Background: an optimization exercise with open tools, aiming at small area, a short achievable clock period and few clock cycles. Do not read the settings as production practice.
Only simulation tests tie the RTL to the original design; equivalence was not proved.
Power is estimated from default activity; no workload was simulated.

==> flow/design.v (outline; a module is shown in full before it is edited, if it fits) <==
// module M1: 914 lines
module M1 (
   input  logic         Clock,
   input  logic         Resetn,
   input  logic         start,
   output logic         done,
   input  logic  [15:0] SRAM_read_data,
   output logic  [17:0] SRAM_address,
   output logic  [15:0] SRAM_write_data,
   output logic         SRAM_we_n
);
  // ...
==> flow/run.sh <==
#!/bin/bash
# synth_recipe.tcl (not shown) runs the flow's synth.tcl, then flattens the netlist and writes it again
# the make line also repeats each setting of config.mk as NAME=value (left out here)
make -C /OpenROAD-flow-scripts/flow DESIGN_CONFIG=/design/flow/config.mk WORK_HOME=/design/flow/orfs CLKGATE_MAP_FILE= SYNTH_SCRIPT=/design/flow/synth_recipe.tcl finish
==> flow/config.mk <==
export PLATFORM = sky130hd
export DESIGN_NAME = M1
export DESIGN_NICKNAME = M1
export VERILOG_FILES = /design/flow/design.v
export SDC_FILE = /design/flow/constraint.sdc
export NUM_CORES = 4
export LEC_CHECK = 0
export ABC_CLOCK_PERIOD_IN_PS = 4000
export CAP_MARGIN = 20
export CORE_MARGIN = 2
export CORE_UTILIZATION = 55
export SETUP_SLACK_MARGIN = 5
export SLEW_MARGIN = 20
==> flow/constraint.sdc <==
create_clock -name core_clock -period 14.0 [get_ports {Clock}]
set_input_delay 2.8000 -clock core_clock [delete_from_list [all_inputs] [get_ports {Clock}]]
set_output_delay 2.8000 -clock core_clock [all_outputs]
set_load 0.01 [all_outputs]
==> run summary, run 1 <==
Post-CTS Hold Buffers=0; critical path type=reg2reg; most frequent cells after synthesis=inv_1, edfxtp_1, fa_1; Seq/Total Area, Yosys=38.8%; total global-route track usage=between 20% and 30%; Worst R2R End=SRAM_write_data[6]; met3 routed WL=approximately 2.8 mm; hold path start=win[19][7]; pwr/cell area=around 75 nW/µm²; total negative slack=0 ps; GPL Wtd Cong=approximately 0.94; Post-Synth Simple-Gate Area=8.03%; number of synthesized flops with an enable pin=294; run status=no timing/DRC/antenna violations; share of layout cells above drive strength 1=under 10%; ANT nets after route=0; hold path depth=0; max reg flops=160; CTS tree=done; max-cap violation count=0; compound-gate portion of the synthesized area=approximately 9.9%; ClkCell Share=4.57%; drt drc=0; Tap Count=approximately 590; Starting Density=56.1%; nets@finish=between 2,000 and 3,000; DR iter-0 viols=1,206; CP Buf/Inv Count=5; Slew @ Worst Pin=1060 ps; Die Height=214 µm; Routed wire per std cell=21.4 µm; cell taking the most area after synthesis=edfxtp_1; Biggest register=win; clk root buf=clkbuf_16; area grow syn2layout=13.0%; mux cell area share after synthesis=1.77%; number of vias per cell=5.64; setup repair bufs after CTS=12; Hold Crit Class=reg2reg; Sequential cell area=9420 µm²; comb_multi_in=between 1,000 and 1,500; buffering overhead=3.78%; area of the multi-input gates=approximately 13,000 µm²; Synthesized Nets=2,548
Testbench counts, summed over its fixed seeds: cycles 432,900.
==> run 2: changes to the inputs <==
==> flow/config.mk (replaced) <==
export PLATFORM = sky130hd
export DESIGN_NAME = M1
export DESIGN_NICKNAME = M1
export VERILOG_FILES = /design/flow/design.v
export SDC_FILE = /design/flow/constraint.sdc
export NUM_CORES = 4
export LEC_CHECK = 0
export CAP_MARGIN = 20
export CORE_MARGIN = 2
export CORE_UTILIZATION = 40
export SLEW_MARGIN = 20
==> run summary, run 2 <==
Leakage=11.4 nW (was 11.7 nW); Crit. End Element=flop (unchanged); synth warn=2 (unchanged); max reg flops=160 (unchanged); I/O Buffers=54 (unchanged); Slew @ Worst Pin=1090 ps (was 1060 ps); Arr. time, crit path=10,970 ps (was 9170 ps); critical path type=reg2reg (unchanged); minimum clock period after layout=10,520 ps (was 8750 ps); Setup WS pre-CTS=3570 ps (was 3910 ps); setup repair bufs after CTS=0 (was 12); Starting Density=40.3% (was 56.1%); Slew headroom=27.1% (was 29.0%); ANT nets after route=0 (unchanged); compound-gate portion of the synthesized area=9.86% (unchanged); final WL=57.8 mm (was 60.0 mm); Max Transition Viols Final=0 (unchanged); ys async rst share=1.24% (unchanged); commonest non-fill, non-tap cell in the layout=inv_1 (unchanged); Most used DFF post-synth=edfxtp_1 (unchanged); Routed wire per std cell=19.5 µm (was 21.4 µm); first-pass GRT wire length=92.8 mm (was 94.2 mm); antenna violations before repair=0 (unchanged); post-synthesis cell type count=83 (unchanged); CTS tree=done (unchanged); most common cell in the synthesized netlist=inv_1 (unchanged); DR iter-0 viols=942 (was 1,206); Yosys reg bits=322 (unchanged); reg2reg path depth=29 (was 30); hold path depth=0 (unchanged); hold path start=win[3][4] (was win[19][7]); Seq/Total Area, Yosys=38.8% (unchanged); Worst R2R End=SRAM_write_data[13] (was SRAM_write_data[6]); Die Height=250 µm (was 214 µm); Gate Count Post-Synth=2,091 (unchanged); GPL Wtd Cong=0.884 (was 0.942); top cells by area, synth=edfxtp_1, fa_1, ha_1 (unchanged); H-Tree Depth=2 (unchanged); Die W=250 µm (was 214 µm); CP Max Fanout=25 (was 8); drt drc=0 (unchanged); FP Rows=90 (was 76); Mapped Avg Cell Area=11.6 µm² (unchanged); final setup margin=3480 ps (was 5250 ps); cell taking the most area after synthesis=edfxtp_1 (unchanged); RSZ-0062 raised after global routing=no (unchanged); total negative slack=0 ps (unchanged); maximum clock path buffer count=3 (unchanged); Crit path required time=14,460 ps (was 14,420 ps); clk root buf=clkbuf_16 (unchanged); biggest regs=win: 160 flops, SRAM_address: 18 flops, WP: 18 flops (unchanged); nets@finish=2,617 (was 2,654); clk sink count=322 (unchanged); number of vias per cell=5.25 (was 5.64); adder-cell share of the synthesized area=30.9% (unchanged); Fin. Hold Viols=0 (unchanged); clock-pin slew on the worst setup and hold paths=60 ps (about the same); run status=no timing/DRC/antenna violations (unchanged); worst-skew pair later-pin latency=550 ps (was 540 ps); FILL cells=5,600 (was 3,460); CP max stage cell=dfrtp_1 (was fa_2); CTS buffer count=36 (was 38); Post-Synth Simple-Gate Area=8.03% (unchanged); Netlist Area Pre-Place=24,300 µm² (unchanged); Hold Crit Class=reg2reg (unchanged); Synthesized Nets=2,548 (unchanged); clk_skew=18.4 ps (was 14.8 ps); via count=15,590 (was 15,842); final setup violation count=0 (unchanged); Die ar.=62,600 µm² (was 45,800 µm²); total global-route track usage=18.9% (was 26.8%); max-cap violation count=0 (unchanged); Pre-antenna DRT Iters=6 (was 5); area grow syn2layout=11.2% (was 13.0%); Worst R2R Start=state[1] (was ph[0]); mux cell area share after synthesis=1.77% (unchanged); Critical Path Start Type=flop (unchanged); CP peak stage delay=820 ps (was 570 ps); num ports=55 (unchanged); number of synthesized flops with an enable pin=294 (unchanged); share of layout cells above drive strength 1=5.03% (was 9.22%); Worst IR Drop VDD=0.0000718 V (was 0.0000879 V); HPWL after detailed placement=45.3 mm (was 46.2 mm); commonest non-fill, non-tap cells in the layout=inv_1, edfxtp_1, fa_1 (unchanged); Hold Path Sink=win[2][4] (was win[18][7]); core area=60,100 µm² (was 43,300 µm²); largest net degree at the start of global routing=84 (was 88); largest family of logic cells by synthesized area=adder cells (unchanged); final period utilization=75.1% (was 62.5%); worst reg-to-reg setup slack=3480 ps (was 5250 ps); pwr/cell area=73.8 nW/µm² (was 74.7 nW/µm²); xor and xnor area share after synthesis=3.58% (unchanged); Diodes inserted=0 (unchanged); post_cts resized=0 (was 28); Post-CTS Hold Buffers=0 (unchanged); most frequent cells after synthesis=inv_1, edfxtp_1, fa_1 (unchanged); Biggest register=win (unchanged); most used cell, CP=fa_1 (was fa_2); Yosys top cell area share=36.4% (unchanged); GRT overflow=0 (unchanged); Max Clk Rate=0.0951 GHz (was 0.114 GHz); vias in the first global route=16,664 (was 16,513)
==> run 2: cell counts after synthesis <==
No cell type changed its count.
==> run 2: layout make-up <==
| cell class | count | area [µm²] | area share (%) |
|---|---|---|---|
| sequential | 322 | 9410 | 34.9 |
| multi-input combinational | 1325 | 13200 | 49.0 |
| clock inverter | 12 | 145 | 0.538 |
| tap | 782 | 978 | 3.63 |
| inverter | 395 | 1480 | 5.50 |
| clock buffer | 52 | 1010 | 3.75 |
| timing repair buffer | 80 | 736 | 2.73 |
==> run 2: worst max-delay path: cells and delay by family (launching register included) <==
kind	cells	cell delay [ps]
AOI/OAI and AO/OA	3	960
xor gates and xnor gates	1	570
adders and majority gates	14	5820
buffers and inverters	6	980
DFF	1	820
muxes	1	480
and+or+nand+nor	4	800
==> run 2: logic make-up (layout without fill, tap and decap cells) <==
group / after synthesis / in the layout
compound gates: 353 / 353
fa+ha+maj: 438 / 438
simple gates: 395 / 395
mux: 40 / 40
buf+inv: 444 / 539
flops: 322 / 322
xor+xnor: 99 / 99
==> run 2: worst max-delay path by stage <==
stage / from / endpoint / slack, ps
final: state[1] / SRAM_write_data[13] / 3480
after global routing: state[1] / SRAM_write_data[13] / 2860
after CTS: state[1] / SRAM_write_data[13] / 3600
after detailed placement: state[1] / SRAM_write_data[13] / 3570
after floorplan: ph[1] / SRAM_write_data[6] / 4290
after global placement: state[1] / SRAM_write_data[13] / 3910
==> run 2: per-stage QoR <==
| step | instances | area, µm² | hold slack, ps | utilization (%) | total power [mW] |
|---|---|---|---|---|---|
| after floorplan | 2091 | 24300 | 400 | - | 1.06 |
| after global placement | 2904 | 25800 | 400 | 42.9 | 1.07 |
| after detailed placement | 2904 | 25800 | 405 | 42.9 | 1.07 |
| after CTS | 2968 | 26900 | 418 | 44.8 | 2.01 |
| after global routing | 2968 | 27000 | 424 | 44.8 | 2.05 |
| final | 2968 | 27000 | 416 | 44.8 | 1.99 |
==> run 2: report_power, final <==
group | internal (mW) | switching (mW)
Combinational | 0.00602 | 0.00556
Clock | 0.559 | 0.379
Sequential | 1.04 | 0.000635
Total | 1.60 | 0.386
==> run 2: per-layer routing <==
layer | share of wire [%] | vias up | wire (µm) | global-route usage, %
met2 | 49 | 353 | 28500 | 32.3
met1 | 44 | 7887 | 25600 | 25.3
met4 | 2.7 | 0 | 1540 | 5.68
li1 | - | 7268 | - | -
met5 | 0 | - | 0 | 0
met3 | 3.8 | 82 | 2170 | 2.43

-- afterwards: timing with drivers on the ports --
Ports are ideal in the flow. The routed layouts listed here were re-timed in OpenROAD.
Step 1 assumes that a clkbuf_16 drives the clock port and a buf_2 every other input.
Step 2 moves the port delays by t, midway between the first and last clock arrival at a register: inputs arrive t later, outputs are due t later. That takes back most of the time a late clock gives input paths.
Slacks: no drivers / after step 1 / after step 2; pairs: no drivers / after step 1.
run	t, ns	slack for setup (ns)	worst setup path after step 2	pins driven straight from the clock port
run 1	0.591	5.255 / 5.255 / 5.255	register to register	1
run 2	0.602	3.484 / 3.484 / 3.484	register to register	1
After both steps setup and hold are still met in every run listed.
